Context: an optimization exercise on an open-source flow, tuned for small area, a short achievable clock period and few clock cycles per item. The choices shown serve that exercise and are no tape-out recipe.
No functional check of the RTL was part of any run shown here.
Power is estimated from default activity; no workload was simulated.

[flow/flow/run.sh]
#!/bin/bash
# Standard layout, except: plain buf_1 cells as the port buffers, and a
# clock tree of clkbuf_4 cells without dummy loads.
export BUFFER_PORTS_ARGS="-buffer_cell sky130_fd_sc_hd__buf_1"
export CTS_ARGS="-sink_clustering_enable -repair_clock_nets -dont_use_dummy_load -root_buf sky130_fd_sc_hd__clkbuf_16 -buf_list \"sky130_fd_sc_hd__clkbuf_4 sky130_fd_sc_hd__clkbuf_8\""
bash standard.sh > standard.log 2>&1
[flow/constraint.sdc]
create_clock -name core_clock -period 5.0 [get_ports {clk}]
set_input_delay 1.0000 -clock core_clock [delete_from_list [all_inputs] [get_ports {clk}]]
set_output_delay 1.0000 -clock core_clock [all_outputs]
set_load 0.01 [all_outputs]
[flow/design.v]
module booth_multiplier(
    input         clk,
    input         reset_n,
    input         op_start,
    input         op_clear,
    input  [31:0] multiplier,
    input  [31:0] multiplicand,
    output        op_done,
    output [63:0] result
);
  reg       busy, done;
  reg       first;                        
  reg [2:0] cnt;
  wire      idle = !busy && !done;
  wire      fin  = cnt[2];                        
  wire      last = (cnt == 3'd3);         
  reg  [31:0] m_q;           
  reg  [31:0] lo_q;          
  reg  [31:0] s_q, c_q;      
  reg  [7:0]  rs_q, rc_q;    
  reg         cy_q;          
  reg  [3:0]  one_q, two_q, ng_q;   
  function [11:0] enc;
    input [7:0] b;
    input       bm;
    integer i;
    reg [8:0] x;
    begin
      x = {b, bm};
      for (i = 0; i < 4; i = i + 1) begin
        enc[i]         = x[2*i+1] ^ x[2*i];
        enc[4+i]     = (x[2*i+2] & ~x[2*i+1] & ~x[2*i]) | (~x[2*i+2] & x[2*i+1] & x[2*i]);
        enc[8+i]   = x[2*i+2];
      end
    end
  endfunction
  wire [31:0] s_g = s_q & {32{~first}};
  wire [31:0] c_g = c_q & {32{~first}};
  wire [11:0] enc_next = busy ? enc(lo_q[15:8], lo_q[7]) : enc(multiplier[7:0], 1'b0);
  wire [32:0] mg0 = ({33{one_q[0]}} & {m_q[31], m_q}) | ({33{two_q[0]}} & {m_q, 1'b0});
  wire [32:0] pp0 = mg0 ^ {33{ng_q[0]}};
  wire [32:0] e0 = {~pp0[32], pp0[31:0]};
  wire [32:0] mg1 = ({33{one_q[1]}} & {m_q[31], m_q}) | ({33{two_q[1]}} & {m_q, 1'b0});
  wire [32:0] pp1 = mg1 ^ {33{ng_q[1]}};
  wire [32:0] e1 = {~pp1[32], pp1[31:0]};
  wire [32:0] mg2 = ({33{one_q[2]}} & {m_q[31], m_q}) | ({33{two_q[2]}} & {m_q, 1'b0});
  wire [32:0] pp2 = mg2 ^ {33{ng_q[2]}};
  wire [32:0] e2 = {~pp2[32], pp2[31:0]};
  wire [32:0] mg3 = ({33{one_q[3]}} & {m_q[31], m_q}) | ({33{two_q[3]}} & {m_q, 1'b0});
  wire [32:0] pp3 = mg3 ^ {33{ng_q[3]}};
  wire [32:0] e3 = {~pp3[32], pp3[31:0]};
  wire fs1;
  wire fc2;
  wire hs3;
  wire hc4;
  wire hs5;
  wire hc6;
  wire fs7;
  wire fc8;
  wire fs9;
  wire fc10;
  wire hs11;
  wire hc12;
  wire hs13;
  wire hc14;
  wire fs15;
  wire fc16;
  wire fs17;
  wire fc18;
  wire fs19;
  wire fc20;
  wire fs21;
  wire fc22;
  wire hs23;
  wire hc24;
  wire fs25;
  wire fc26;
  wire hs27;
  wire hc28;
  wire fs29;
  wire fc30;
  wire fs31;
  wire fc32;
  wire fs33;
  wire fc34;
  wire fs35;
  wire fc36;
  wire fs37;
  wire fc38;
  wire fs39;
  wire fc40;
  wire fs41;
  wire fc42;
  wire hs43;
  wire hc44;
  wire hs45;
  wire hc46;
  wire fs47;
  wire fc48;
  wire fs49;
  wire fc50;
  wire fs51;
  wire fc52;
  wire fs53;
  wire fc54;
  wire fs55;
  wire fc56;
  wire fs57;
  wire fc58;
  wire fs59;
  wire fc60;
  wire fs61;
  wire fc62;
  wire fs63;
  wire fc64;
  wire fs65;
  wire fc66;
  wire fs67;
  wire fc68;
  wire fs69;
  wire fc70;
  wire fs71;
  wire fc72;
  wire fs73;
  wire fc74;
  wire hs75;
  wire hc76;
  wire fs77;
  wire fc78;
  wire fs79;
  wire fc80;
  wire fs81;
  wire fc82;
  wire fs83;
  wire fc84;
  wire fs85;
  wire fc86;
  wire fs87;
  wire fc88;
  wire fs89;
  wire fc90;
  wire fs91;
  wire fc92;
  wire fs93;
  wire fc94;
  wire hs95;
  wire hc96;
  wire fs97;
  wire fc98;
  wire fs99;
  wire fc100;
  wire fs101;
  wire fc102;
  wire fs103;
  wire fc104;
  wire fs105;
  wire fc106;
  wire fs107;
  wire fc108;
  wire fs109;
  wire fc110;
  wire fs111;
  wire fc112;
  wire fs113;
  wire fc114;
  wire hs115;
  wire hc116;
  wire fs117;
  wire fc118;
  wire fs119;
  wire fc120;
  wire fs121;
  wire fc122;
  wire fs123;
  wire fc124;
  wire fs125;
  wire fc126;
  wire fs127;
  wire fc128;
  wire fs129;
  wire fc130;
  wire fs131;
  wire fc132;
  wire fs133;
  wire fc134;
  wire hs135;
  wire hc136;
  wire fs137;
  wire fc138;
  wire fs139;
  wire fc140;
  wire fs141;
  wire fc142;
  wire fs143;
  wire fc144;
  wire fs145;
  wire fc146;
  wire fs147;
  wire fc148;
  wire fs149;
  wire fc150;
  wire fs151;
  wire fc152;
  wire fs153;
  wire fc154;
  wire hs155;
  wire hc156;
  wire fs157;
  wire fc158;
  wire fs159;
  wire fc160;
  wire fs161;
  wire fc162;
  wire fs163;
  wire fc164;
  wire fs165;
  wire fc166;
  wire fs167;
  wire fc168;
  wire fs169;
  wire fc170;
  wire fs171;
  wire fc172;
  wire fs173;
  wire fc174;
  wire hs175;
  wire hc176;
  wire fs177;
  wire fc178;
  wire fs179;
  wire fc180;
  wire fs181;
  wire fc182;
  wire fs183;
  wire fc184;
  wire fs185;
  wire fc186;
  wire fs187;
  wire fc188;
  wire fs189;
  wire fc190;
  wire fs191;
  wire fc192;
  wire fs193;
  wire fc194;
  wire hs195;
  wire hc196;
  wire fs197;
  wire fc198;
  wire fs199;
  wire fc200;
  wire fs201;
  wire fc202;
  wire fs203;
  wire fc204;
  wire fs205;
  wire fc206;
  wire fs207;
  wire fc208;
  wire fs209;
  wire fc210;
  wire fs211;
  wire fc212;
  wire fs213;
  wire fc214;
  wire hs215;
  wire hc216;
  wire fs217;
  wire fc218;
  wire fs219;
  wire fc220;
  wire fs221;
  wire fc222;
  wire fs223;
  wire fc224;
  wire fs225;
  wire fc226;
  wire fs227;
  wire fc228;
  wire fs229;
  wire fc230;
  wire fs231;
  wire fc232;
  wire fs233;
  wire fc234;
  wire hs235;
  wire hc236;
  wire fs237;
  wire fc238;
  wire fs239;
  wire fc240;
  wire fs241;
  wire fc242;
  wire fs243;
  wire fc244;
  wire fs245;
  wire fc246;
  wire fs247;
  wire fc248;
  wire fs249;
  wire fc250;
  wire fs251;
  wire fc252;
  wire fs253;
  wire fc254;
  wire hs255;
  wire hc256;
  wire fs257;
  wire fc258;
  wire fs259;
  wire fc260;
  wire fs261;
  wire fc262;
  wire fs263;
  wire fc264;
  wire fs265;
  wire fc266;
  wire fs267;
  wire fc268;
  wire fs269;
  wire fc270;
  wire fs271;
  wire fc272;
  wire fs273;
  wire fc274;
  wire hs275;
  wire hc276;
  wire fs277;
  wire fc278;
  wire fs279;
  wire fc280;
  wire fs281;
  wire fc282;
  wire fs283;
  wire fc284;
  wire fs285;
  wire fc286;
  wire fs287;
  wire fc288;
  wire fs289;
  wire fc290;
  wire fs291;
  wire fc292;
  wire fs293;
  wire fc294;
  wire fs295;
  wire fc296;
  wire hs297;
  wire hc298;
  wire fs299;
  wire fc300;
  wire fs301;
  wire fc302;
  wire fs303;
  wire fc304;
  wire fs305;
  wire fc306;
  wire fs307;
  wire fc308;
  wire fs309;
  wire fc310;
  wire hs311;
  wire hc312;
  wire hs313;
  wire hc314;
  wire fs315;
  wire fc316;
  wire fs317;
  wire fc318;
  wire hs319;
  wire hc320;
  wire hs321;
  wire hc322;
  wire fs323;
  wire fc324;
  mul_fa u_fs1 (.a(c_g[0]), .b(ng_q[0]), .ci(s_g[0]), .s(fs1), .co(fc2));
  mul_ha u_hs3 (.a(c_g[1]), .b(s_g[1]), .s(hs3), .c(hc4));
  mul_ha u_hs5 (.a(hs3), .b(fc2), .s(hs5), .c(hc6));
  mul_fa u_fs7 (.a(c_g[2]), .b(ng_q[1]), .ci(s_g[2]), .s(fs7), .co(fc8));
  mul_fa u_fs9 (.a(hc4), .b(fs7), .ci(e0[2]), .s(fs9), .co(fc10));
  mul_ha u_hs11 (.a(e1[0]), .b(hc6), .s(hs11), .c(hc12));
  mul_ha u_hs13 (.a(c_g[3]), .b(s_g[3]), .s(hs13), .c(hc14));
  mul_fa u_fs15 (.a(hs13), .b(fc8), .ci(e0[3]), .s(fs15), .co(fc16));
  mul_fa u_fs17 (.a(e1[1]), .b(hc12), .ci(fc10), .s(fs17), .co(fc18));
  mul_fa u_fs19 (.a(c_g[4]), .b(ng_q[2]), .ci(s_g[4]), .s(fs19), .co(fc20));
  mul_fa u_fs21 (.a(hc14), .b(fs19), .ci(e0[4]), .s(fs21), .co(fc22));
  mul_ha u_hs23 (.a(e1[2]), .b(e2[0]), .s(hs23), .c(hc24));
  mul_fa u_fs25 (.a(hs23), .b(fc16), .ci(fs21), .s(fs25), .co(fc26));
  mul_ha u_hs27 (.a(c_g[5]), .b(s_g[5]), .s(hs27), .c(hc28));
  mul_fa u_fs29 (.a(hs27), .b(fc20), .ci(e0[5]), .s(fs29), .co(fc30));
  mul_fa u_fs31 (.a(e1[3]), .b(e2[1]), .ci(hc24), .s(fs31), .co(fc32));
  mul_fa u_fs33 (.a(fc22), .b(fs29), .ci(fs31), .s(fs33), .co(fc34));
  mul_fa u_fs35 (.a(c_g[6]), .b(ng_q[3]), .ci(s_g[6]), .s(fs35), .co(fc36));
  mul_fa u_fs37 (.a(hc28), .b(fs35), .ci(e0[6]), .s(fs37), .co(fc38));
  mul_fa u_fs39 (.a(e1[4]), .b(e2[2]), .ci(e3[0]), .s(fs39), .co(fc40));
  mul_fa u_fs41 (.a(fc30), .b(fs37), .ci(fs39), .s(fs41), .co(fc42));
  mul_ha u_hs43 (.a(fc32), .b(fs41), .s(hs43), .c(hc44));
  mul_ha u_hs45 (.a(c_g[7]), .b(s_g[7]), .s(hs45), .c(hc46));
  mul_fa u_fs47 (.a(hs45), .b(fc36), .ci(e0[7]), .s(fs47), .co(fc48));
  mul_fa u_fs49 (.a(e1[5]), .b(e2[3]), .ci(e3[1]), .s(fs49), .co(fc50));
  mul_fa u_fs51 (.a(fc38), .b(fc40), .ci(fs47), .s(fs51), .co(fc52));
  mul_fa u_fs53 (.a(fs49), .b(fc42), .ci(fs51), .s(fs53), .co(fc54));
  mul_fa u_fs55 (.a(c_g[8]), .b(s_g[8]), .ci(hc46), .s(fs55), .co(fc56));
  mul_fa u_fs57 (.a(last), .b(e0[8]), .ci(e1[6]), .s(fs57), .co(fc58));
  mul_fa u_fs59 (.a(e2[4]), .b(e3[2]), .ci(fs55), .s(fs59), .co(fc60));
  mul_fa u_fs61 (.a(fc48), .b(fc50), .ci(fs57), .s(fs61), .co(fc62));
  mul_fa u_fs63 (.a(fs59), .b(fc52), .ci(fs61), .s(fs63), .co(fc64));
  mul_fa u_fs65 (.a(c_g[9]), .b(s_g[9]), .ci(last), .s(fs65), .co(fc66));
  mul_fa u_fs67 (.a(e0[9]), .b(e1[7]), .ci(e2[5]), .s(fs67), .co(fc68));
  mul_fa u_fs69 (.a(e3[3]), .b(fc56), .ci(fs65), .s(fs69), .co(fc70));
  mul_fa u_fs71 (.a(fc58), .b(fs67), .ci(fc60), .s(fs71), .co(fc72));
  mul_fa u_fs73 (.a(fs69), .b(fc62), .ci(fs71), .s(fs73), .co(fc74));
  mul_ha u_hs75 (.a(c_g[10]), .b(s_g[10]), .s(hs75), .c(hc76));
  mul_fa u_fs77 (.a(hs75), .b(e0[10]), .ci(e1[8]), .s(fs77), .co(fc78));
  mul_fa u_fs79 (.a(e2[6]), .b(e3[4]), .ci(fc66), .s(fs79), .co(fc80));
  mul_fa u_fs81 (.a(fc68), .b(fs77), .ci(fc70), .s(fs81), .co(fc82));
  mul_fa u_fs83 (.a(fs79), .b(fc72), .ci(fs81), .s(fs83), .co(fc84));
  mul_fa u_fs85 (.a(c_g[11]), .b(s_g[11]), .ci(hc76), .s(fs85), .co(fc86));
  mul_fa u_fs87 (.a(last), .b(e0[11]), .ci(e1[9]), .s(fs87), .co(fc88));
  mul_fa u_fs89 (.a(e2[7]), .b(e3[5]), .ci(fs85), .s(fs89), .co(fc90));
  mul_fa u_fs91 (.a(fc78), .b(fs87), .ci(fc80), .s(fs91), .co(fc92));
  mul_fa u_fs93 (.a(fs89), .b(fc82), .ci(fs91), .s(fs93), .co(fc94));
  mul_ha u_hs95 (.a(c_g[12]), .b(s_g[12]), .s(hs95), .c(hc96));
  mul_fa u_fs97 (.a(hs95), .b(e0[12]), .ci(e1[10]), .s(fs97), .co(fc98));
  mul_fa u_fs99 (.a(e2[8]), .b(e3[6]), .ci(fc86), .s(fs99), .co(fc100));
  mul_fa u_fs101 (.a(fc88), .b(fs97), .ci(fc90), .s(fs101), .co(fc102));
  mul_fa u_fs103 (.a(fs99), .b(fc92), .ci(fs101), .s(fs103), .co(fc104));
  mul_fa u_fs105 (.a(c_g[13]), .b(s_g[13]), .ci(hc96), .s(fs105), .co(fc106));
  mul_fa u_fs107 (.a(last), .b(e0[13]), .ci(e1[11]), .s(fs107), .co(fc108));
  mul_fa u_fs109 (.a(e2[9]), .b(e3[7]), .ci(fs105), .s(fs109), .co(fc110));
  mul_fa u_fs111 (.a(fc98), .b(fs107), .ci(fc100), .s(fs111), .co(fc112));
  mul_fa u_fs113 (.a(fs109), .b(fc102), .ci(fs111), .s(fs113), .co(fc114));
  mul_ha u_hs115 (.a(c_g[14]), .b(s_g[14]), .s(hs115), .c(hc116));
  mul_fa u_fs117 (.a(hs115), .b(e0[14]), .ci(e1[12]), .s(fs117), .co(fc118));
  mul_fa u_fs119 (.a(e2[10]), .b(e3[8]), .ci(fc106), .s(fs119), .co(fc120));
  mul_fa u_fs121 (.a(fc108), .b(fs117), .ci(fc110), .s(fs121), .co(fc122));
  mul_fa u_fs123 (.a(fs119), .b(fc112), .ci(fs121), .s(fs123), .co(fc124));
  mul_fa u_fs125 (.a(c_g[15]), .b(s_g[15]), .ci(hc116), .s(fs125), .co(fc126));
  mul_fa u_fs127 (.a(last), .b(e0[15]), .ci(e1[13]), .s(fs127), .co(fc128));
  mul_fa u_fs129 (.a(e2[11]), .b(e3[9]), .ci(fs125), .s(fs129), .co(fc130));
  mul_fa u_fs131 (.a(fc118), .b(fs127), .ci(fc120), .s(fs131), .co(fc132));
  mul_fa u_fs133 (.a(fs129), .b(fc122), .ci(fs131), .s(fs133), .co(fc134));
  mul_ha u_hs135 (.a(c_g[16]), .b(s_g[16]), .s(hs135), .c(hc136));
  mul_fa u_fs137 (.a(hs135), .b(e0[16]), .ci(e1[14]), .s(fs137), .co(fc138));
  mul_fa u_fs139 (.a(e2[12]), .b(e3[10]), .ci(fc126), .s(fs139), .co(fc140));
  mul_fa u_fs141 (.a(fc128), .b(fs137), .ci(fc130), .s(fs141), .co(fc142));
  mul_fa u_fs143 (.a(fs139), .b(fc132), .ci(fs141), .s(fs143), .co(fc144));
  mul_fa u_fs145 (.a(c_g[17]), .b(s_g[17]), .ci(hc136), .s(fs145), .co(fc146));
  mul_fa u_fs147 (.a(last), .b(e0[17]), .ci(e1[15]), .s(fs147), .co(fc148));
  mul_fa u_fs149 (.a(e2[13]), .b(e3[11]), .ci(fs145), .s(fs149), .co(fc150));
  mul_fa u_fs151 (.a(fc138), .b(fs147), .ci(fc140), .s(fs151), .co(fc152));
  mul_fa u_fs153 (.a(fs149), .b(fc142), .ci(fs151), .s(fs153), .co(fc154));
  mul_ha u_hs155 (.a(c_g[18]), .b(s_g[18]), .s(hs155), .c(hc156));
  mul_fa u_fs157 (.a(hs155), .b(e0[18]), .ci(e1[16]), .s(fs157), .co(fc158));
  mul_fa u_fs159 (.a(e2[14]), .b(e3[12]), .ci(fc146), .s(fs159), .co(fc160));
  mul_fa u_fs161 (.a(fc148), .b(fs157), .ci(fc150), .s(fs161), .co(fc162));
  mul_fa u_fs163 (.a(fs159), .b(fc152), .ci(fs161), .s(fs163), .co(fc164));
  mul_fa u_fs165 (.a(c_g[19]), .b(s_g[19]), .ci(hc156), .s(fs165), .co(fc166));
  mul_fa u_fs167 (.a(last), .b(e0[19]), .ci(e1[17]), .s(fs167), .co(fc168));
  mul_fa u_fs169 (.a(e2[15]), .b(e3[13]), .ci(fs165), .s(fs169), .co(fc170));
  mul_fa u_fs171 (.a(fc158), .b(fs167), .ci(fc160), .s(fs171), .co(fc172));
  mul_fa u_fs173 (.a(fs169), .b(fc162), .ci(fs171), .s(fs173), .co(fc174));
  mul_ha u_hs175 (.a(c_g[20]), .b(s_g[20]), .s(hs175), .c(hc176));
  mul_fa u_fs177 (.a(hs175), .b(e0[20]), .ci(e1[18]), .s(fs177), .co(fc178));
  mul_fa u_fs179 (.a(e2[16]), .b(e3[14]), .ci(fc166), .s(fs179), .co(fc180));
  mul_fa u_fs181 (.a(fc168), .b(fs177), .ci(fc170), .s(fs181), .co(fc182));
  mul_fa u_fs183 (.a(fs179), .b(fc172), .ci(fs181), .s(fs183), .co(fc184));
  mul_fa u_fs185 (.a(c_g[21]), .b(s_g[21]), .ci(hc176), .s(fs185), .co(fc186));
  mul_fa u_fs187 (.a(last), .b(e0[21]), .ci(e1[19]), .s(fs187), .co(fc188));
  mul_fa u_fs189 (.a(e2[17]), .b(e3[15]), .ci(fs185), .s(fs189), .co(fc190));
  mul_fa u_fs191 (.a(fc178), .b(fs187), .ci(fc180), .s(fs191), .co(fc192));
  mul_fa u_fs193 (.a(fs189), .b(fc182), .ci(fs191), .s(fs193), .co(fc194));
  mul_ha u_hs195 (.a(c_g[22]), .b(s_g[22]), .s(hs195), .c(hc196));
  mul_fa u_fs197 (.a(hs195), .b(e0[22]), .ci(e1[20]), .s(fs197), .co(fc198));
  mul_fa u_fs199 (.a(e2[18]), .b(e3[16]), .ci(fc186), .s(fs199), .co(fc200));
  mul_fa u_fs201 (.a(fc188), .b(fs197), .ci(fc190), .s(fs201), .co(fc202));
  mul_fa u_fs203 (.a(fs199), .b(fc192), .ci(fs201), .s(fs203), .co(fc204));
  mul_fa u_fs205 (.a(c_g[23]), .b(s_g[23]), .ci(hc196), .s(fs205), .co(fc206));
  mul_fa u_fs207 (.a(last), .b(e0[23]), .ci(e1[21]), .s(fs207), .co(fc208));
  mul_fa u_fs209 (.a(e2[19]), .b(e3[17]), .ci(fs205), .s(fs209), .co(fc210));
  mul_fa u_fs211 (.a(fc198), .b(fs207), .ci(fc200), .s(fs211), .co(fc212));
  mul_fa u_fs213 (.a(fs209), .b(fc202), .ci(fs211), .s(fs213), .co(fc214));
  mul_ha u_hs215 (.a(c_g[24]), .b(s_g[24]), .s(hs215), .c(hc216));
  mul_fa u_fs217 (.a(hs215), .b(e0[24]), .ci(e1[22]), .s(fs217), .co(fc218));
  mul_fa u_fs219 (.a(e2[20]), .b(e3[18]), .ci(fc206), .s(fs219), .co(fc220));
  mul_fa u_fs221 (.a(fc208), .b(fs217), .ci(fc210), .s(fs221), .co(fc222));
  mul_fa u_fs223 (.a(fs219), .b(fc212), .ci(fs221), .s(fs223), .co(fc224));
  mul_fa u_fs225 (.a(c_g[25]), .b(s_g[25]), .ci(hc216), .s(fs225), .co(fc226));
  mul_fa u_fs227 (.a(last), .b(e0[25]), .ci(e1[23]), .s(fs227), .co(fc228));
  mul_fa u_fs229 (.a(e2[21]), .b(e3[19]), .ci(fs225), .s(fs229), .co(fc230));
  mul_fa u_fs231 (.a(fc218), .b(fs227), .ci(fc220), .s(fs231), .co(fc232));
  mul_fa u_fs233 (.a(fs229), .b(fc222), .ci(fs231), .s(fs233), .co(fc234));
  mul_ha u_hs235 (.a(c_g[26]), .b(s_g[26]), .s(hs235), .c(hc236));
  mul_fa u_fs237 (.a(hs235), .b(e0[26]), .ci(e1[24]), .s(fs237), .co(fc238));
  mul_fa u_fs239 (.a(e2[22]), .b(e3[20]), .ci(fc226), .s(fs239), .co(fc240));
  mul_fa u_fs241 (.a(fc228), .b(fs237), .ci(fc230), .s(fs241), .co(fc242));
  mul_fa u_fs243 (.a(fs239), .b(fc232), .ci(fs241), .s(fs243), .co(fc244));
  mul_fa u_fs245 (.a(c_g[27]), .b(s_g[27]), .ci(hc236), .s(fs245), .co(fc246));
  mul_fa u_fs247 (.a(last), .b(e0[27]), .ci(e1[25]), .s(fs247), .co(fc248));
  mul_fa u_fs249 (.a(e2[23]), .b(e3[21]), .ci(fs245), .s(fs249), .co(fc250));
  mul_fa u_fs251 (.a(fc238), .b(fs247), .ci(fc240), .s(fs251), .co(fc252));
  mul_fa u_fs253 (.a(fs249), .b(fc242), .ci(fs251), .s(fs253), .co(fc254));
  mul_ha u_hs255 (.a(c_g[28]), .b(s_g[28]), .s(hs255), .c(hc256));
  mul_fa u_fs257 (.a(hs255), .b(e0[28]), .ci(e1[26]), .s(fs257), .co(fc258));
  mul_fa u_fs259 (.a(e2[24]), .b(e3[22]), .ci(fc246), .s(fs259), .co(fc260));
  mul_fa u_fs261 (.a(fc248), .b(fs257), .ci(fc250), .s(fs261), .co(fc262));
  mul_fa u_fs263 (.a(fs259), .b(fc252), .ci(fs261), .s(fs263), .co(fc264));
  mul_fa u_fs265 (.a(c_g[29]), .b(s_g[29]), .ci(hc256), .s(fs265), .co(fc266));
  mul_fa u_fs267 (.a(last), .b(e0[29]), .ci(e1[27]), .s(fs267), .co(fc268));
  mul_fa u_fs269 (.a(e2[25]), .b(e3[23]), .ci(fs265), .s(fs269), .co(fc270));
  mul_fa u_fs271 (.a(fc258), .b(fs267), .ci(fc260), .s(fs271), .co(fc272));
  mul_fa u_fs273 (.a(fs269), .b(fc262), .ci(fs271), .s(fs273), .co(fc274));
  mul_ha u_hs275 (.a(c_g[30]), .b(s_g[30]), .s(hs275), .c(hc276));
  mul_fa u_fs277 (.a(hs275), .b(e0[30]), .ci(e1[28]), .s(fs277), .co(fc278));
  mul_fa u_fs279 (.a(e2[26]), .b(e3[24]), .ci(fc266), .s(fs279), .co(fc280));
  mul_fa u_fs281 (.a(fc268), .b(fs277), .ci(fc270), .s(fs281), .co(fc282));
  mul_fa u_fs283 (.a(fs279), .b(fc272), .ci(fs281), .s(fs283), .co(fc284));
  mul_fa u_fs285 (.a(c_g[31]), .b(s_g[31]), .ci(hc276), .s(fs285), .co(fc286));
  mul_fa u_fs287 (.a(last), .b(e0[31]), .ci(e1[29]), .s(fs287), .co(fc288));
  mul_fa u_fs289 (.a(e2[27]), .b(e3[25]), .ci(fs285), .s(fs289), .co(fc290));
  mul_fa u_fs291 (.a(fc278), .b(fs287), .ci(fc280), .s(fs291), .co(fc292));
  mul_fa u_fs293 (.a(fs289), .b(fc282), .ci(fs291), .s(fs293), .co(fc294));
  mul_fa u_fs295 (.a(e0[32]), .b(e1[30]), .ci(e2[28]), .s(fs295), .co(fc296));
  mul_ha u_hs297 (.a(e3[26]), .b(fc286), .s(hs297), .c(hc298));
  mul_fa u_fs299 (.a(hs297), .b(fc288), .ci(fs295), .s(fs299), .co(fc300));
  mul_fa u_fs301 (.a(fc290), .b(fc292), .ci(fs299), .s(fs301), .co(fc302));
  mul_fa u_fs303 (.a(last), .b(e1[31]), .ci(e2[29]), .s(fs303), .co(fc304));
  mul_fa u_fs305 (.a(e3[27]), .b(hc298), .ci(fc296), .s(fs305), .co(fc306));
  mul_fa u_fs307 (.a(fs303), .b(fs305), .ci(fc300), .s(fs307), .co(fc308));
  mul_fa u_fs309 (.a(e1[32]), .b(e2[30]), .ci(e3[28]), .s(fs309), .co(fc310));
  mul_ha u_hs311 (.a(fc304), .b(fs309), .s(hs311), .c(hc312));
  mul_ha u_hs313 (.a(hs311), .b(fc306), .s(hs313), .c(hc314));
  mul_fa u_fs315 (.a(last), .b(e2[31]), .ci(e3[29]), .s(fs315), .co(fc316));
  mul_fa u_fs317 (.a(fc310), .b(fs315), .ci(hc312), .s(fs317), .co(fc318));
  mul_ha u_hs319 (.a(e2[32]), .b(e3[30]), .s(hs319), .c(hc320));
  mul_ha u_hs321 (.a(hs319), .b(fc316), .s(hs321), .c(hc322));
  mul_fa u_fs323 (.a(last), .b(e3[31]), .ci(hc320), .s(fs323), .co(fc324));
  wire [39:0] sn = {last, e3[32], hc322, fc318, hc314, fc308, fc302, fc294, fc284, fc274, fc264, fc254, fc244, fc234, fc224, fc214, fc204, fc194, fc184, fc174, fc164, fc154, fc144, fc134, fc124, fc114, fc104, fc94, fc84, fc74, fc64, fc54, hc44, fc34, fc26, fc18, fs15, fs9, e0[1], e0[0]};
  wire [39:0] cn = {1'b0, fc324, fs323, hs321, fs317, hs313, fs307, fs301, fs293, fs283, fs273, fs263, fs253, fs243, fs233, fs223, fs213, fs203, fs193, fs183, fs173, fs163, fs153, fs143, fs133, fs123, fs113, fs103, fs93, fs83, fs73, fs63, fs53, hs43, fs33, fs25, fs17, hs11, hs5, fs1};
  wire [39:0] ad_sum;
  wire        ad_cy;                     
  mul_add40 u_ad (.a({s_q, rs_q}), .b({c_q, rc_q}), .ci(cy_q), .s(ad_sum), .ct(ad_cy));
  assign op_done = done;
  assign result  = {s_q[31:0], lo_q};
  always @(posedge clk or negedge reset_n) begin
    if (!reset_n) begin
      busy  <= 1'b0;
      done  <= 1'b0;
      first <= 1'b0;
    end else if (op_clear) begin
      busy  <= 1'b0;
      done  <= 1'b0;
      first <= 1'b0;
    end else if (idle) begin
      busy  <= op_start;
      first <= op_start;
    end else if (busy && fin) begin
      busy <= 1'b0;
      done <= 1'b1;
    end else begin
      first <= 1'b0;
    end
  end
  always @(posedge clk) begin
    cnt <= busy ? cnt + 3'd1 : 3'd0;
    if (!busy)
      m_q <= multiplicand;
    if (idle)
      lo_q <= multiplier;
    else if (busy)
      lo_q <= {ad_sum[7:0], lo_q[31:8]};
    if (idle)
      s_q  <= 0;
    else if (busy)
      s_q  <= fin ? ad_sum[39:8] : sn[39:8];
    c_q  <= cn[39:8];
    rs_q <= busy ? sn[7:0] : 8'd0;
    rc_q <= busy ? cn[7:0] : 8'd0;
    cy_q <= busy & ad_cy;
    {ng_q, two_q, one_q} <= enc_next;
  end
endmodule
module mul_fa(input a, input b, input ci, output s, output co);
  assign s  = a ^ b ^ ci;
  assign co = (a & b) | (ci & (a ^ b));
endmodule
module mul_ha(input a, input b, output s, output c);
  assign s = a ^ b;
  assign c = a & b;
endmodule
module mul_add40(input [39:0] a, input [39:0] b, input ci, output [39:0] s, output ct);
  wire [39:0] p = a ^ b;
  wire [39:0] g0 = a & b;
  wire [39:0] g = {g0[39:1], g0[0] | (p[0] & ci)};
  wire gg1 = g[1] | (p[1] & g[0]);
  wire pq2 = p[1] & p[0];
  wire gg3 = g[3] | (p[3] & g[2]);
  wire pq4 = p[3] & p[2];
  wire gg5 = g[5] | (p[5] & g[4]);
  wire pq6 = p[5] & p[4];
  wire gg7 = g[7] | (p[7] & g[6]);
  wire pq8 = p[7] & p[6];
  wire gg9 = g[9] | (p[9] & g[8]);
  wire pq10 = p[9] & p[8];
  wire gg11 = g[11] | (p[11] & g[10]);
  wire pq12 = p[11] & p[10];
  wire gg13 = g[13] | (p[13] & g[12]);
  wire pq14 = p[13] & p[12];
  wire gg15 = g[15] | (p[15] & g[14]);
  wire pq16 = p[15] & p[14];
  wire gg17 = g[17] | (p[17] & g[16]);
  wire pq18 = p[17] & p[16];
  wire gg19 = g[19] | (p[19] & g[18]);
  wire pq20 = p[19] & p[18];
  wire gg21 = g[21] | (p[21] & g[20]);
  wire pq22 = p[21] & p[20];
  wire gg23 = g[23] | (p[23] & g[22]);
  wire pq24 = p[23] & p[22];
  wire gg25 = g[25] | (p[25] & g[24]);
  wire pq26 = p[25] & p[24];
  wire gg27 = g[27] | (p[27] & g[26]);
  wire pq28 = p[27] & p[26];
  wire gg29 = g[29] | (p[29] & g[28]);
  wire pq30 = p[29] & p[28];
  wire gg31 = g[31] | (p[31] & g[30]);
  wire pq32 = p[31] & p[30];
  wire gg33 = g[33] | (p[33] & g[32]);
  wire pq34 = p[33] & p[32];
  wire gg35 = g[35] | (p[35] & g[34]);
  wire pq36 = p[35] & p[34];
  wire gg37 = g[37] | (p[37] & g[36]);
  wire pq38 = p[37] & p[36];
  wire gg39 = g[39] | (p[39] & g[38]);
  wire pq40 = p[39] & p[38];
  wire gg41 = g[2] | (p[2] & gg1);
  wire pq42 = p[2] & pq2;
  wire gg43 = gg3 | (pq4 & gg1);
  wire pq44 = pq4 & pq2;
  wire gg45 = g[6] | (p[6] & gg5);
  wire pq46 = p[6] & pq6;
  wire gg47 = gg7 | (pq8 & gg5);
  wire pq48 = pq8 & pq6;
  wire gg49 = g[10] | (p[10] & gg9);
  wire pq50 = p[10] & pq10;
  wire gg51 = gg11 | (pq12 & gg9);
  wire pq52 = pq12 & pq10;
  wire gg53 = g[14] | (p[14] & gg13);
  wire pq54 = p[14] & pq14;
  wire gg55 = gg15 | (pq16 & gg13);
  wire pq56 = pq16 & pq14;
  wire gg57 = g[18] | (p[18] & gg17);
  wire pq58 = p[18] & pq18;
  wire gg59 = gg19 | (pq20 & gg17);
  wire pq60 = pq20 & pq18;
  wire gg61 = g[22] | (p[22] & gg21);
  wire pq62 = p[22] & pq22;
  wire gg63 = gg23 | (pq24 & gg21);
  wire pq64 = pq24 & pq22;
  wire gg65 = g[26] | (p[26] & gg25);
  wire pq66 = p[26] & pq26;
  wire gg67 = gg27 | (pq28 & gg25);
  wire pq68 = pq28 & pq26;
  wire gg69 = g[30] | (p[30] & gg29);
  wire pq70 = p[30] & pq30;
  wire gg71 = gg31 | (pq32 & gg29);
  wire pq72 = pq32 & pq30;
  wire gg73 = g[34] | (p[34] & gg33);
  wire pq74 = p[34] & pq34;
  wire gg75 = gg35 | (pq36 & gg33);
  wire pq76 = pq36 & pq34;
  wire gg77 = g[38] | (p[38] & gg37);
  wire pq78 = p[38] & pq38;
  wire gg79 = gg39 | (pq40 & gg37);
  wire pq80 = pq40 & pq38;
  wire gg81 = g[4] | (p[4] & gg43);
  wire pq82 = p[4] & pq44;
  wire gg83 = gg5 | (pq6 & gg43);
  wire pq84 = pq6 & pq44;
  wire gg85 = gg45 | (pq46 & gg43);
  wire pq86 = pq46 & pq44;
  wire gg87 = gg47 | (pq48 & gg43);
  wire pq88 = pq48 & pq44;
  wire gg89 = g[12] | (p[12] & gg51);
  wire pq90 = p[12] & pq52;
  wire gg91 = gg13 | (pq14 & gg51);
  wire pq92 = pq14 & pq52;
  wire gg93 = gg53 | (pq54 & gg51);
  wire pq94 = pq54 & pq52;
  wire gg95 = gg55 | (pq56 & gg51);
  wire pq96 = pq56 & pq52;
  wire gg97 = g[20] | (p[20] & gg59);
  wire pq98 = p[20] & pq60;
  wire gg99 = gg21 | (pq22 & gg59);
  wire pq100 = pq22 & pq60;
  wire gg101 = gg61 | (pq62 & gg59);
  wire pq102 = pq62 & pq60;
  wire gg103 = gg63 | (pq64 & gg59);
  wire pq104 = pq64 & pq60;
  wire gg105 = g[28] | (p[28] & gg67);
  wire pq106 = p[28] & pq68;
  wire gg107 = gg29 | (pq30 & gg67);
  wire pq108 = pq30 & pq68;
  wire gg109 = gg69 | (pq70 & gg67);
  wire pq110 = pq70 & pq68;
  wire gg111 = gg71 | (pq72 & gg67);
  wire pq112 = pq72 & pq68;
  wire gg113 = g[36] | (p[36] & gg75);
  wire pq114 = p[36] & pq76;
  wire gg115 = gg37 | (pq38 & gg75);
  wire pq116 = pq38 & pq76;
  wire gg117 = gg77 | (pq78 & gg75);
  wire pq118 = pq78 & pq76;
  wire gg119 = gg79 | (pq80 & gg75);
  wire pq120 = pq80 & pq76;
  wire gg121 = g[8] | (p[8] & gg87);
  wire pq122 = p[8] & pq88;
  wire gg123 = gg9 | (pq10 & gg87);
  wire pq124 = pq10 & pq88;
  wire gg125 = gg49 | (pq50 & gg87);
  wire pq126 = pq50 & pq88;
  wire gg127 = gg51 | (pq52 & gg87);
  wire pq128 = pq52 & pq88;
  wire gg129 = gg89 | (pq90 & gg87);
  wire pq130 = pq90 & pq88;
  wire gg131 = gg91 | (pq92 & gg87);
  wire pq132 = pq92 & pq88;
  wire gg133 = gg93 | (pq94 & gg87);
  wire pq134 = pq94 & pq88;
  wire gg135 = gg95 | (pq96 & gg87);
  wire pq136 = pq96 & pq88;
  wire gg137 = g[24] | (p[24] & gg103);
  wire pq138 = p[24] & pq104;
  wire gg139 = gg25 | (pq26 & gg103);
  wire pq140 = pq26 & pq104;
  wire gg141 = gg65 | (pq66 & gg103);
  wire pq142 = pq66 & pq104;
  wire gg143 = gg67 | (pq68 & gg103);
  wire pq144 = pq68 & pq104;
  wire gg145 = gg105 | (pq106 & gg103);
  wire pq146 = pq106 & pq104;
  wire gg147 = gg107 | (pq108 & gg103);
  wire pq148 = pq108 & pq104;
  wire gg149 = gg109 | (pq110 & gg103);
  wire pq150 = pq110 & pq104;
  wire gg151 = gg111 | (pq112 & gg103);
  wire pq152 = pq112 & pq104;
  wire gg153 = g[16] | (p[16] & gg135);
  wire pq154 = p[16] & pq136;
  wire gg155 = gg17 | (pq18 & gg135);
  wire pq156 = pq18 & pq136;
  wire gg157 = gg57 | (pq58 & gg135);
  wire pq158 = pq58 & pq136;
  wire gg159 = gg59 | (pq60 & gg135);
  wire pq160 = pq60 & pq136;
  wire gg161 = gg97 | (pq98 & gg135);
  wire pq162 = pq98 & pq136;
  wire gg163 = gg99 | (pq100 & gg135);
  wire pq164 = pq100 & pq136;
  wire gg165 = gg101 | (pq102 & gg135);
  wire pq166 = pq102 & pq136;
  wire gg167 = gg103 | (pq104 & gg135);
  wire pq168 = pq104 & pq136;
  wire gg169 = gg137 | (pq138 & gg135);
  wire pq170 = pq138 & pq136;
  wire gg171 = gg139 | (pq140 & gg135);
  wire pq172 = pq140 & pq136;
  wire gg173 = gg141 | (pq142 & gg135);
  wire pq174 = pq142 & pq136;
  wire gg175 = gg143 | (pq144 & gg135);
  wire pq176 = pq144 & pq136;
  wire gg177 = gg145 | (pq146 & gg135);
  wire pq178 = pq146 & pq136;
  wire gg179 = gg147 | (pq148 & gg135);
  wire pq180 = pq148 & pq136;
  wire gg181 = gg149 | (pq150 & gg135);
  wire pq182 = pq150 & pq136;
  wire gg183 = gg151 | (pq152 & gg135);
  wire pq184 = pq152 & pq136;
  wire gg185 = g[32] | (p[32] & gg183);
  wire pq186 = p[32] & pq184;
  wire gg187 = gg33 | (pq34 & gg183);
  wire pq188 = pq34 & pq184;
  wire gg189 = gg73 | (pq74 & gg183);
  wire pq190 = pq74 & pq184;
  wire gg191 = gg75 | (pq76 & gg183);
  wire pq192 = pq76 & pq184;
  wire gg193 = gg113 | (pq114 & gg183);
  wire pq194 = pq114 & pq184;
  wire gg195 = gg115 | (pq116 & gg183);
  wire pq196 = pq116 & pq184;
  wire gg197 = gg117 | (pq118 & gg183);
  wire pq198 = pq118 & pq184;
  wire gg199 = gg119 | (pq120 & gg183);
  wire pq200 = pq120 & pq184;
  assign s = p ^ {gg197, gg195, gg193, gg191, gg189, gg187, gg185, gg183, gg181, gg179, gg177, gg175, gg173, gg171, gg169, gg167, gg165, gg163, gg161, gg159, gg157, gg155, gg153, gg135, gg133, gg131, gg129, gg127, gg125, gg123, gg121, gg87, gg85, gg83, gg81, gg43, gg41, gg1, g[0], ci};
  assign ct = gg87;
endmodule
[flow/standard.sh]
#!/bin/bash
# synth_recipe.tcl (not shown) runs the flow's synth.tcl, then flattens the netlist and writes it again
# the make line also repeats each setting of config.mk as NAME=value (left out here)
make -C /OpenROAD-flow-scripts/flow DESIGN_CONFIG=/design/flow/config.mk WORK_HOME=/design/flow/orfs CLKGATE_MAP_FILE= SYNTH_SCRIPT=/design/flow/synth_recipe.tcl "${@:-finish}"
[flow/config.mk]
export PLATFORM = sky130hd
export DESIGN_NAME = booth_multiplier
export DESIGN_NICKNAME = booth_multiplier
export VERILOG_FILES = /design/flow/design.v
export SDC_FILE = /design/flow/constraint.sdc
export NUM_CORES = 4
export LEC_CHECK = 0
export CAP_MARGIN = 20
export CORE_MARGIN = 2
export CORE_UTILIZATION = 40
export PLACE_DENSITY = 0.6
export SETUP_SLACK_MARGIN = 1.8
export SLEW_MARGIN = 20
export SYNTH_HIERARCHICAL = 1
export SYNTH_MINIMUM_KEEP_SIZE = 0
==> results of run 1 <==
[placed cells by master (no fill, tap or decap), types with 15 or more instances in the layout]
cell,synthesis,routed
nand2_1,29,29
xor2_1,24,24
buf_1,2,132
fa_2,0,15
dfxtp_1,95,84
o21ai_0,47,45
nor2_1,20,20
a22oi_1,124,124
mux2i_1,31,31
nand3_1,35,35
edfxtp_1,64,64
xnor2_1,147,147
nor2b_1,65,58
fa_1,145,130
ha_1,63,59
and2_1,19,19
buf_4,7,20
inv_1,20,20
mux2_2,33,33
a21oi_1,28,28
clkbuf_8,0,16
[layer usage]
metal	track usage, %	vias to the layer above
li1	-	4171
met1	28.0	4503
met2	33.0	284
met3	3.38	37
met4	6.03	0
met5	0	-
[kinds of logic (layout without fill, tap and decap cells)]
kind of cell	Yosys count	in the layout	synth area share [%]
compound gates	242	242	12.8
xor+xnor	171	171	11.4
fa+ha+maj	208	208	28.1
buf+inv	125	194	4.60
flops	162	162	29.7
mux	66	66	5.37
other cells	1	2	0.0286
simple gates	190	190	7.91
[power by group through the flow]
stage	combinational, mW	clock (mW)	sequential [mW]
2_1_floorplan	3.88	0	2.02
3_3_place_gp	5.22	0	2.23
3_5_place_dp	5.29	0	2.24
4_1_cts	5.35	0.804	2.20
5_1_grt	6.17	0.855	2.25
6_report	5.42	0.782	2.21
[through the flow]
step           util, %  area (um2)  instances  hold WS (ns)
2_1_floorplan        -       13100       1166         0.390
3_3_place_gp      42.5       13800       1653         0.400
3_5_place_dp      42.5       13800       1653         0.410
4_1_cts           43.5       14100       1676         0.357
5_1_grt           43.9       14300       1677         0.363
6_report          43.9       14300       1677         0.373
[what timing repair did]
action / in CTS / in global routing
hold endpoints to repair: 0 / 0
resized for setup: 5 / 37
setup endpoints to repair: 61 / 30
buffers inserted: 6 / 1
pin swaps: 1 / 7
[per-module statistics from Yosys, one instance, submodules excluded]
module | flip-flops and latches | times used
mul_ha | 0 | 24
booth_multiplier | 162 | 1
mul_add40 | 0 | 1
mul_fa | 0 | 138
[registers in the layout, indices dropped and copies added, names as in the netlist]
| name | count |
|---|---|
| done | 1 |
| rs_q | 8 |
| one_q | 4 |
| cy_q | 1 |
| lo_q | 32 |
| cnt | 3 |
| c_q | 31 |
| s_q | 32 |
| first | 1 |
| busy | 1 |
| ng_q | 4 |
| rc_q | 8 |
| m_q | 32 |
| two_q | 4 |
[worst paths after layout]
check                          to  startpoint  depth (start not counted)  slack (ns)
max in group asynchronous    done     reset_n                          1        4.43
min reg2reg                cnt[0]      cnt[0]                          1        0.42
min                         first     reset_n                          1        0.37
max                        s_q[2]       first                          9        1.86
min in group core_clock    cnt[0]      cnt[0]                          1        0.42
max reg2reg                s_q[2]       first                          9        1.86
[cells in the mapped netlist (9+ instances only)]
cell type  instances  area [um2]
nor2b_1           65         407
buf_2             37         185
dfxtp_1           95        1900
xor2_1            24         210
a21o_1             9        67.6
ha_1              63         788
clkbuf_1          24        90.1
clkbuf_2          31         155
xnor2_1          147        1290
edfxtp_1          64        1920
inv_1             20        75.1
nor2_1            20        75.1
fa_1             145        2900
a22oi_1          124         931
mux2_2            33         372
and2_1            19         119
nand3_1           35         175
o21ai_0           47         235
mux2i_1           31         310
a21oi_1           28         140
nand2_1           29         109
[worst max-delay path, delay by kind of cell (launching register included)]
family,cells,cell delay (ns)
buf+inv,1,0.17
compound gates,1,0.08
simple gates,1,0.12
fa+ha+maj,5,1.90
mux,1,0.14
flops,1,0.54
[cell type report]
| class | instances | share of cell area [%] |
|---|---|---|
| clock buffers | 17 | 1.72 |
| repair buffers | 156 | 5.03 |
| inverters | 21 | 0.562 |
| well taps | 442 | 3.88 |
| flip-flops and latches | 162 | 27.5 |
| multi-input cells | 879 | 61.3 |
==> summary.txt, run 1 <==
- Total power: 8.41 mW
- Net Sw Frac: 43.9%
- Hold WC Path Type: input pin to asynchronous set/reset pin
- Clock share of power: 9.3%
- Slew headroom: 38.8%
- Fin crit period: 3.14 ns
- Max-slew violations: 0
- DIE AREA: 34,300 um2
- Unique masters post-synth: 59
- Prevailing post-synth register cell: dfxtp_1
- Final worst setup slack: 1.86 ns
- Cts hold-fix bufs: 0
- Skew-Pair Late Insertion Delay: 0.41 ns
- CTS max path bufs: 2
- Met2 WL post-DR: 15.8 mm
- Setup Viol. Count Final: 0
- Unrepaired setup endpoints after global routing: yes
- Die boundary height: 185 um
- Met3 wire len: 1.70 mm
- Number of top-level pins: 133
- Sequential-to-total area share from yosys stat: 29.7%
- Status: finished clean
- Worst-path clk slew: 0.11 ns
- Number of global-route vias before repair: 9,445
- Max Fanout on Critical Path: 12
- Seq pwr share: 26.2%
- # diodes: 0
- WL/cell: 19.9 um
- Max rail drop VDD: 0.207 mV
- Cell Area, Synth: 13,100 um2
- Final Cycle Share: 62.7%
- Global Route Usage Sum: 20.4%
- Gate power share: 64.5%
- Final Skew: 0.0469 ns
- Ys Warns: 7
- Root Driver: clkbuf_16
- GP Congestion: 0.843
- Avg Synthesized Cell Area: 11.3 um2
- Crit start category: flip-flop
- Multi-input gate area: 8740 um2
- Post-Place Worst Slack: 1.36 ns
- Initial antenna violation count: 0
- M1 WL: 15.3 mm
- TritonCTS clock tree: done
- Worst Tran Pin Value: 0.916 ns
- Critical path's slowest cell: dfrtp_4
- Sw Pwr: 3.69 mW
- Maxcap violations: 0
- Uppermost layer routed: met4
- First-pass GRT wire length: 53.0 mm
- Synth Register Bits: 162
- Cts bufs inserted: 17
- Data arrival, critical path: 3.39 ns
- Reg area: 3920 um2
- Layout area overhead: 8.68%
- Final TNS setup: 0 ns
- Kind of critical path: flip-flop to flip-flop
- Core area: 32,500 um2
- Share of layout cells above drive strength 1: 10.5%
- Fmax: 319 MHz
- Detail Route Antenna Nets: 0
- Post-synth ARST share: 1.85%
- Pleak: 5.42 nW
- Power Density: 590 nW/um2
- Crit. End Element: flip-flop
- WL final: 33.4 mm
- Detailed Routing Iterations Pass 1: 5
- HPWL Detailed: 24.2 mm
- Port Buf Inserts: 132
- GR Overflow Total: 0
- Worst-path cell chain: buf_12 > nor2b_1 > ha_1 > fa_2 > fa_2 > fa_1 > fa_1 > mux2i_1 > o21ai_0
- H-tree level count: 4
- Synth Instances: 1,165
- Via count: 8,995
- # fillers: 3,038
- Critical path's largest stage delay: 0.54 ns
- Fin nets: 1,513
- CTS Sinks: 162
- Post-detailed-route DRC marker count: 0
- EDFF count, synth: 64
- Largest net degree at the start of global routing: 63
- Row cnt: 66
- Die Wd: 185 um
- Internal: 4.72 mW
- DR vias/cell: 5.36
- Worst Path Required: 5.26 ns
- Starting density of the core: 40.4%
- Final hold vios: 0
- Drt first-iter violations: 615
==> run 2, diff against run 1 <==
--- a/flow/config.mk
+++ b/flow/config.mk
@@ -11,3 +11,3 @@
 export PLACE_DENSITY = 0.6
-export SETUP_SLACK_MARGIN = 1.8
+export SETUP_SLACK_MARGIN = 2.0
 export SLEW_MARGIN = 20
==> run 2 against run 1 <==
First-iteration DRC count grew 23%. Synthesized area is the same. Setup slack gained 0.029 ns. Critical endpoint is now s_q[23]. Clock skew shrank 0.012 ns. Utilization grew 1.6 points. Routed wire length grew 3.0%. Register-to-register slack gained 0.03 ns. Still clean on timing, DRC and antenna.
==> summary.txt, run 2 <==
- Status: finished clean
- First-pass GRT wire length: 53.2 mm
- FF-to-FF path depth: 9
- Sequential-to-total area share from yosys stat: 29.7%
- Cts bufs inserted: 17
- Worst R2R Start: first
- Via count: 9,118
- Post-detailed-route DRC marker count: 0
- Layout area overhead: 12.7%
- Share of layout cells above drive strength 1: 18.8%
- Critical path depth in cells: 9
- Avg Synthesized Cell Area: 11.3 um2
- Skew-Pair Late Insertion Delay: 0.40 ns
- Reg2reg end: s_q[23]
- Largest regs: lo_q: 32 flops, m_q: 32 flops, s_q: 32 flops
- Crit. End Element: flip-flop
- Hold WC Path Type: input pin to asynchronous set/reset pin
- WP buf/inv: 2
- Final hold vios: 0
- Cell mode on critical path: fa_2
- Worst-path clk slew: 0.07 ns
- Prevailing post-synth register cell: dfxtp_1
- DIE AREA: 34,300 um2
- Root Driver: clkbuf_16
- Worst Path Required: 5.24 ns
- Worst Tran Pin Value: 0.913 ns
- Final Cycle Share: 62.1%
- WL/cell: 20.4 um
- CTS max path bufs: 2
- EDFF count, synth: 64
- Ys Warns: 7
- Slew headroom: 39.0%
- Critical path's largest stage delay: 0.60 ns
- Fin crit period: 3.11 ns
- Critical path's slowest cell: dfrtp_4
- Detailed Routing Iterations Pass 1: 5
- Met3 wire len: 1.57 mm
- Top cells by count, synth: 147 x xnor2_1, 145 x fa_1, 124 x a22oi_1
- Final Skew: 0.0352 ns
- Data arrival, critical path: 3.35 ns
- Crit path to: s_q[23]
- Post-synth ARST share: 1.85%
- Initial antenna violation count: 0
- Pleak: 5.49 nW
- Uppermost layer routed: met4
- M1 WL: 15.6 mm
- H-tree level count: 4
- TritonCTS clock tree: done
- Detail Route Antenna Nets: 0
- DP Cell Count: 1,652
- Post-synth top area share: 22.1%
- Setup Viol. Count Final: 0
- GR Overflow Total: 0
- Synth Instances: 1,165
- Synth Register Bits: 162
- Kind of critical path: flip-flop to flip-flop
- Global Route Usage Sum: 20.5%
- Die boundary height: 185 um
- Starting density of the core: 40.4%
- Row cnt: 66
- Delay-heaviest family, CP: adder cells
- Cts hold-fix bufs: 0
- Unique masters post-synth: 59
- Cell with the most instances after synthesis: xnor2_1
- WL final: 34.4 mm
- DR vias/cell: 5.40
- Fin nets: 1,525
- Number of global-route vias before repair: 9,386
- R2R Setup Slk: 1.89 ns
- Crit start category: flip-flop
- Setup crit start: first
- Drt first-iter violations: 754
- GP Congestion: 0.846
- Largest net degree at the start of global routing: 59
- Worst-path cell chain: buf_6 > clkbuf_16 > nor2b_1 > ha_2 > fa_1 > fa_2 > fa_2 > mux2i_1 > o21ai_0
- Cell Area, Synth: 13,100 um2
- HPWL Detailed: 23.9 mm
- # diodes: 0
- Core area: 32,500 um2
- Final TNS setup: 0 ns
- Fin util: 45.5%
- Most common cell after layout, fill and taps aside: xnor2_1
- Most frequent cells in the layout: 147 x xnor2_1, 132 x buf_1, 124 x a22oi_1
- Post-synth top area cell: fa_1
- Maxcap violations: 0
- Die Wd: 185 um
- Met2 WL post-DR: 16.6 mm
- Number of top-level pins: 133
- Final non-filler cell total: 1,689
- Unrepaired setup endpoints after global routing: yes
- Max Fanout on Critical Path: 8
- CTS Sinks: 162
- Port Buf Inserts: 132
- Max rail drop VDD: 0.242 mV
- Max-slew violations: 0
- Power Density: 592 nW/um2
- Largest cells by area after synthesis: fa_1 22%, edfxtp_1 15%, dfxtp_1 14%, xnor2_1 9.8%, a22oi_1 7.1%
- Fmax: 322 MHz
run 2: cell counts after synthesis:
Identical to the previous run, type by type.
run 2: stage by stage:
step                      setup WS (ns)  power (mW)  cell area [um2]  hold slack (ns)
after CTS                          1.88        8.56            14400            0.402
after global routing               1.82        9.62            14800            0.404
final                              1.89        8.76            14800            0.416
after global placement             1.41        7.46            13800            0.404
after detailed placement           1.32        7.51            13800            0.412
after floorplan                    2.05        5.91            13100            0.390
run 2: layer usage:
layer	track usage, %	vias to the layer above
met5	0	-
li1	-	4202
met1	28.4	4635
met3	3.05	44
met4	5.37	0
met2	33.6	237
run 2: final cells by class:
cell class	count	area, um2
Inverter	21	80.1
Timing Repair Buffer	168	867
Fill cell	3024	17700
Sequential cell	162	3940
Clock buffer	17	245
Tap cell	442	553
Multi-Input combinational cell	879	9100
run 2: power breakdown:
part / internal [mW] / leakage, nW / switching [mW] / total, mW
registers: 1.80 / 1.50 / 0.442 / 2.24
logic: 2.84 / 3.87 / 2.91 / 5.75
clock network: 0.322 / 0.127 / 0.452 / 0.773
run 2: worst min path at each step:
stage / start / to / slack [ns]
floorplan: cnt[0] / cnt[0] / 0.39
global placement: cnt[0] / cnt[0] / 0.40
detailed placement: cnt[0] / cnt[0] / 0.41
CTS: reset_n / first / 0.40
global route: reset_n / first / 0.40
finish: reset_n / done / 0.42
run 2: kinds of logic (layout without fill, tap and decap cells):
logic type,count (synthesis),in the layout,synth area share (%)
AOI/OAI and AO/OA,242,242,12.8
xor gates and xnor gates,171,171,11.4
adders and majority gates,208,208,28.1
buffers and inverters,125,206,4.60
DFF,162,162,29.7
muxes,66,66,5.37
other,1,2,0.0286
and+or+nand+nor,190,190,7.91
run 2: timing repair:
| action | in CTS | in global routing |
|---|---|---|
| setup endpoints to repair | 65 | 45 |
| resized for setup | 68 | 103 |
| setup buffers | 11 | 6 |
| pin swaps | 10 | 46 |
| gates cloned | 1 | 2 |
run 2: modules after synthesis, one instance, submodules excluded:
module | flip-flops and latches | copies in the design | cells | cell area, um2
mul_add40 | 0 | 1 | 203 | 1630
booth_multiplier | 162 | 1 | 800 | 8430
mul_ha | 0 | 24 | 1 | 12.5
mul_fa | 0 | 138 | 1 | 20.0
==> run 3, diff against run 2 <==
--- a/flow/design.v
+++ b/flow/design.v
@@ -22,2 +22,3 @@
   reg  [3:0]  one_q, two_q, ng_q;   
+  reg  [3:0]  one_n, two_n, ng_n;   
   function [11:0] enc;
@@ -39,13 +40,17 @@
   wire [11:0] enc_next = busy ? enc(lo_q[15:8], lo_q[7]) : enc(multiplier[7:0], 1'b0);
-  wire [32:0] mg0 = ({33{one_q[0]}} & {m_q[31], m_q}) | ({33{two_q[0]}} & {m_q, 1'b0});
-  wire [32:0] pp0 = mg0 ^ {33{ng_q[0]}};
+  wire [32:0] mg0 = {({17{~one_n[0]}} & {m_q[31], m_q[31:16]}) | ({17{~two_n[0]}} & m_q[31:15]),
+                      ({16{one_q[0]}} & m_q[15:0]) | ({16{two_q[0]}} & {m_q[14:0], 1'b0})};
+  wire [32:0] pp0 = mg0 ^ {{17{~ng_n[0]}}, {16{ng_q[0]}}};
   wire [32:0] e0 = {~pp0[32], pp0[31:0]};
-  wire [32:0] mg1 = ({33{one_q[1]}} & {m_q[31], m_q}) | ({33{two_q[1]}} & {m_q, 1'b0});
-  wire [32:0] pp1 = mg1 ^ {33{ng_q[1]}};
+  wire [32:0] mg1 = {({17{~one_n[1]}} & {m_q[31], m_q[31:16]}) | ({17{~two_n[1]}} & m_q[31:15]),
+                      ({16{one_q[1]}} & m_q[15:0]) | ({16{two_q[1]}} & {m_q[14:0], 1'b0})};
+  wire [32:0] pp1 = mg1 ^ {{17{~ng_n[1]}}, {16{ng_q[1]}}};
   wire [32:0] e1 = {~pp1[32], pp1[31:0]};
-  wire [32:0] mg2 = ({33{one_q[2]}} & {m_q[31], m_q}) | ({33{two_q[2]}} & {m_q, 1'b0});
-  wire [32:0] pp2 = mg2 ^ {33{ng_q[2]}};
+  wire [32:0] mg2 = {({17{~one_n[2]}} & {m_q[31], m_q[31:16]}) | ({17{~two_n[2]}} & m_q[31:15]),
+                      ({16{one_q[2]}} & m_q[15:0]) | ({16{two_q[2]}} & {m_q[14:0], 1'b0})};
+  wire [32:0] pp2 = mg2 ^ {{17{~ng_n[2]}}, {16{ng_q[2]}}};
   wire [32:0] e2 = {~pp2[32], pp2[31:0]};
-  wire [32:0] mg3 = ({33{one_q[3]}} & {m_q[31], m_q}) | ({33{two_q[3]}} & {m_q, 1'b0});
-  wire [32:0] pp3 = mg3 ^ {33{ng_q[3]}};
+  wire [32:0] mg3 = {({17{~one_n[3]}} & {m_q[31], m_q[31:16]}) | ({17{~two_n[3]}} & m_q[31:15]),
+                      ({16{one_q[3]}} & m_q[15:0]) | ({16{two_q[3]}} & {m_q[14:0], 1'b0})};
+  wire [32:0] pp3 = mg3 ^ {{17{~ng_n[3]}}, {16{ng_q[3]}}};
   wire [32:0] e3 = {~pp3[32], pp3[31:0]};
@@ -580,2 +585,3 @@
     {ng_q, two_q, one_q} <= enc_next;
+    {ng_n, two_n, one_n} <= ~enc_next;
   end
--- a/flow/config.mk
+++ b/flow/config.mk
@@ -11,3 +11,3 @@
 export PLACE_DENSITY = 0.6
-export SETUP_SLACK_MARGIN = 2.0
+export SETUP_SLACK_MARGIN = 1.8
 export SLEW_MARGIN = 20
==> run 3 against run 2 <==
Still clean on timing, DRC and antenna. Die area is 3.2% higher. Synthesized cell count up 2.3%. Sequential power increased by 4%. Synthesized area rose by 3.2%. Utilization fell by 2.0 points. Register-to-register slack gained 0.04 ns. Global-route usage decreased by 1.0 points. Fmax rose by 1.2%. First-iteration DRC count shrank 18%.
==> summary.txt, run 3 <==
- Status: finished clean
- Cts bufs inserted: 17
- Share of layout cells above drive strength 1: 8.12%
- Initial antenna violation count: 0
- Core area: 33,400 um2
- Post-route cell area: 14,600 um2
- Number of top-level pins: 133
- Max-slew violations: 0
- Worst R2R Start: rs_q[0]
- Post-detailed-route DRC marker count: 0
- Final Cycle Share: 61.4%
- Drt first-iter violations: 616
- Post-synth top area share: 21.4%
- DIE AREA: 35,300 um2
- Post-synth top area cell: fa_1
- Final TNS setup: 0 ns
- Cell with the most instances after synthesis: xnor2_1
- HPWL Detailed: 25.0 mm
- GP Congestion: 0.868
- Largest cells by area after synthesis: fa_1 21%, dfxtp_1 16%, edfxtp_1 14%, xnor2_1 9.7%, ha_1 5.8%
- Crit. End Element: flip-flop
- Largest regs: lo_q: 32 flops, m_q: 32 flops, s_q: 32 flops
- FF-to-FF path depth: 15
- Met2 Use GR: 31.9%
- H-tree level count: 4
- Gr busiest metal: met2
- Slew headroom: 28.3%
- Worst-path clk slew: 0.08 ns
- Max Fanout on Critical Path: 7
- Hold WC Path Type: input pin to asynchronous set/reset pin
- Number of global-route vias before repair: 9,391
- Final Skew: 0.0192 ns
- Power Density: 578 nW/um2
- CTS Sinks: 174
- Layout area overhead: 7.68%
- TritonCTS clock tree: done
- Detail Route Antenna Nets: 0
- Via count: 9,057
- Crit start category: flip-flop
- DR vias/cell: 5.28
- Die boundary height: 188 um
- Global Route Usage Sum: 19.4%
- Synth Instances: 1,192
- Cell Area, Synth: 13,500 um2
- Cts hold-fix bufs: 0
- Most common cell after layout, fill and taps aside: xnor2_1
- Fin nets: 1,546
- Detailed Routing Iterations Pass 1: 5
- Port Buf Inserts: 132
- Row cnt: 67
- CTS max path bufs: 2
- Synth Register Bits: 174
- Most frequent cells in the layout: 150 x xnor2_1, 136 x fa_1, 132 x buf_1
- Sequential-to-total area share from yosys stat: 30.6%
- Fin crit period: 3.07 ns
- First-pass GRT wire length: 53.1 mm
- GR Util met3: 4.32%
- Final hold vios: 0
- GR Overflow Total: 0
- # diodes: 0
- Die Wd: 188 um
- Kind of critical path: flip-flop to flip-flop
- Skew-Pair Late Insertion Delay: 0.40 ns
- Top cells by count, synth: 150 x xnor2_1, 145 x fa_1, 107 x dfxtp_1
- Post-synth ARST share: 1.72%
- Root Driver: clkbuf_16
- Fmax: 326 MHz
- Unrepaired setup endpoints after global routing: yes
- DP Area: 14,200 um2
- Worst Path Required: 5.24 ns
- Max rail drop VDD: 0.242 mV
- Pleak: 5.70 nW
- WL final: 33.1 mm
- GR Util met1: 26.1%
- WL/cell: 19.3 um
- Prevailing post-synth register cell: dfxtp_1
- Data arrival, critical path: 3.31 ns
- Maxcap violations: 0
- Largest net degree at the start of global routing: 60
- R2R Setup Slk: 1.93 ns
- Starting density of the core: 40.5%
- Ys Warns: 7
- Avg Synthesized Cell Area: 11.4 um2
- Setup Viol. Count Final: 0
- EDFF count, synth: 64
- Worst Tran Pin Value: 1.07 ns
- Unique masters post-synth: 61
- Reg2reg end: s_q[22]
-- run 3: cell types whose count changed after synthesis, moves of 6 or more --
cell	delta
a22oi_1	-64
buf_4	+7
mux2_4	+29
nand2_1	+6
clkbuf_2	-18
mux2_2	-28
dfxtp_1	+12
inv_1	+21
o22ai_1	+63
-- run 3: logic make-up after synthesis --
logic type	count (synthesis)	synth area share, %
other	1	0.0277
xor gates and xnor gates	171	11.1
muxes	66	6.00
DFF	174	30.6
adders and majority gates	208	27.3
AOI/OAI and AO/OA	248	12.3
buffers and inverters	131	4.90
and+or+nand+nor	193	7.87
-- run 3: area by class of cell --
cell class	instances	area (um2)
well taps	448	561
repair buffers	147	653
fillers	3163	18900
clock buffers	17	245
flip-flops and latches	174	4150
inverters	42	159
multi-input cells	888	8810
-- run 3: repair_timing --
action | CTS | global route
gates resized for setup | 1 | 22
cloned | 0 | 0
setup buffers | 4 | 2
endpoints found under the setup margin | 60 | 24
pin swaps | 1 | 4
-- run 3: power breakdown --
group | internal (mW) | switching [mW]
clock | 0.322 | 0.459
combinational | 2.56 | 2.77
sequential | 1.90 | 0.415
-- run 3: how the worst max path moves through the flow --
stage,from,end,slack [ns]
6_report,rs_q[0],s_q[22],1.93
5_1_grt,rs_q[0],s_q[21],1.71
4_1_cts,ng_q[3],rc_q[7],1.80
3_5_place_dp,first,s_q[13],1.41
3_3_place_gp,first,s_q[2],1.36
2_1_floorplan,busy,lo_q[0],1.88
-- run 3: worst max-delay path, stage by stage (launching register included) --
cell and delay (ns):
dfxtp_1 0.31, inv_1 0.05, fa_1 0.42, inv_1 0.08, fa_2 0.20, a21o_1 0.15, o21ai_2 0.07, a32o_2 0.32
o41ai_4 0.28, buf_12 0.19, a21oi_4 0.07, o21bai_4 0.20, o21a_1 0.21, o311ai_2 0.14, mux2i_1 0.15, o21ai_0 0.09
-- run 3: metal layers --
metal / vias up / wire (um) / share of wire, %
met5: - / 0 / 0
met4: 0 / 493 / 1.5
met3: 36 / 1570 / 4.8
met2: 218 / 16200 / 49
met1: 4517 / 14800 / 45
li1: 4286 / - / -
-- run 3: modules after synthesis, one instance, submodules excluded --
module / cell area [um2] / cells inside / flops+latches
booth_multiplier: 8850 / 827 / 174
mul_ha: 12.5 / 1 / 0
mul_add40: 1630 / 203 / 0
mul_fa: 20.0 / 1 / 0
-- run 3: per-stage QoR --
step	utilization [%]	total power, mW	setup WS (ns)	hold WS (ns)	instances
5_1_grt	43.6	9.32	1.71	0.386	1716
3_5_place_dp	42.4	7.65	1.41	0.408	1693
3_3_place_gp	42.4	7.60	1.36	0.402	1693
2_1_floorplan	-	6.07	1.88	0.390	1193
6_report	43.6	8.43	1.93	0.408	1716
4_1_cts	43.3	8.48	1.80	0.384	1714

## afterwards: timing with drivers on the ports
In the flow no input, the clock included, has a driving cell. The finished layouts below were timed again as built, in two steps.
Step 1 (the two cells are an assumption about what drives the block):
set clk [get_ports {clk}]
set_driving_cell -lib_cell sky130_fd_sc_hd__clkbuf_16 $clk
set_driving_cell -lib_cell sky130_fd_sc_hd__buf_2 [delete_from_list [all_inputs] $clk]
Step 2 also shifts input and output timing later by t, the mid clock arrival at the registers, as if the neighbouring blocks saw the same clock.
Three values: ideal ports, drivers, drivers and shift; two values: the first two.
run	shift t [ns]	setup WS [ns]	hold slack, ns
run 1	0.441	1.864 / 1.864 / 1.864	0.373 / 0.367 / 0.418
run 2	0.436	1.893 / 1.893 / 1.893	0.416 / 0.403 / 0.421
run 3	0.436	1.929 / 1.929 / 1.929	0.408 / 0.398 / 0.417
After both steps setup and hold are still met in every run listed.
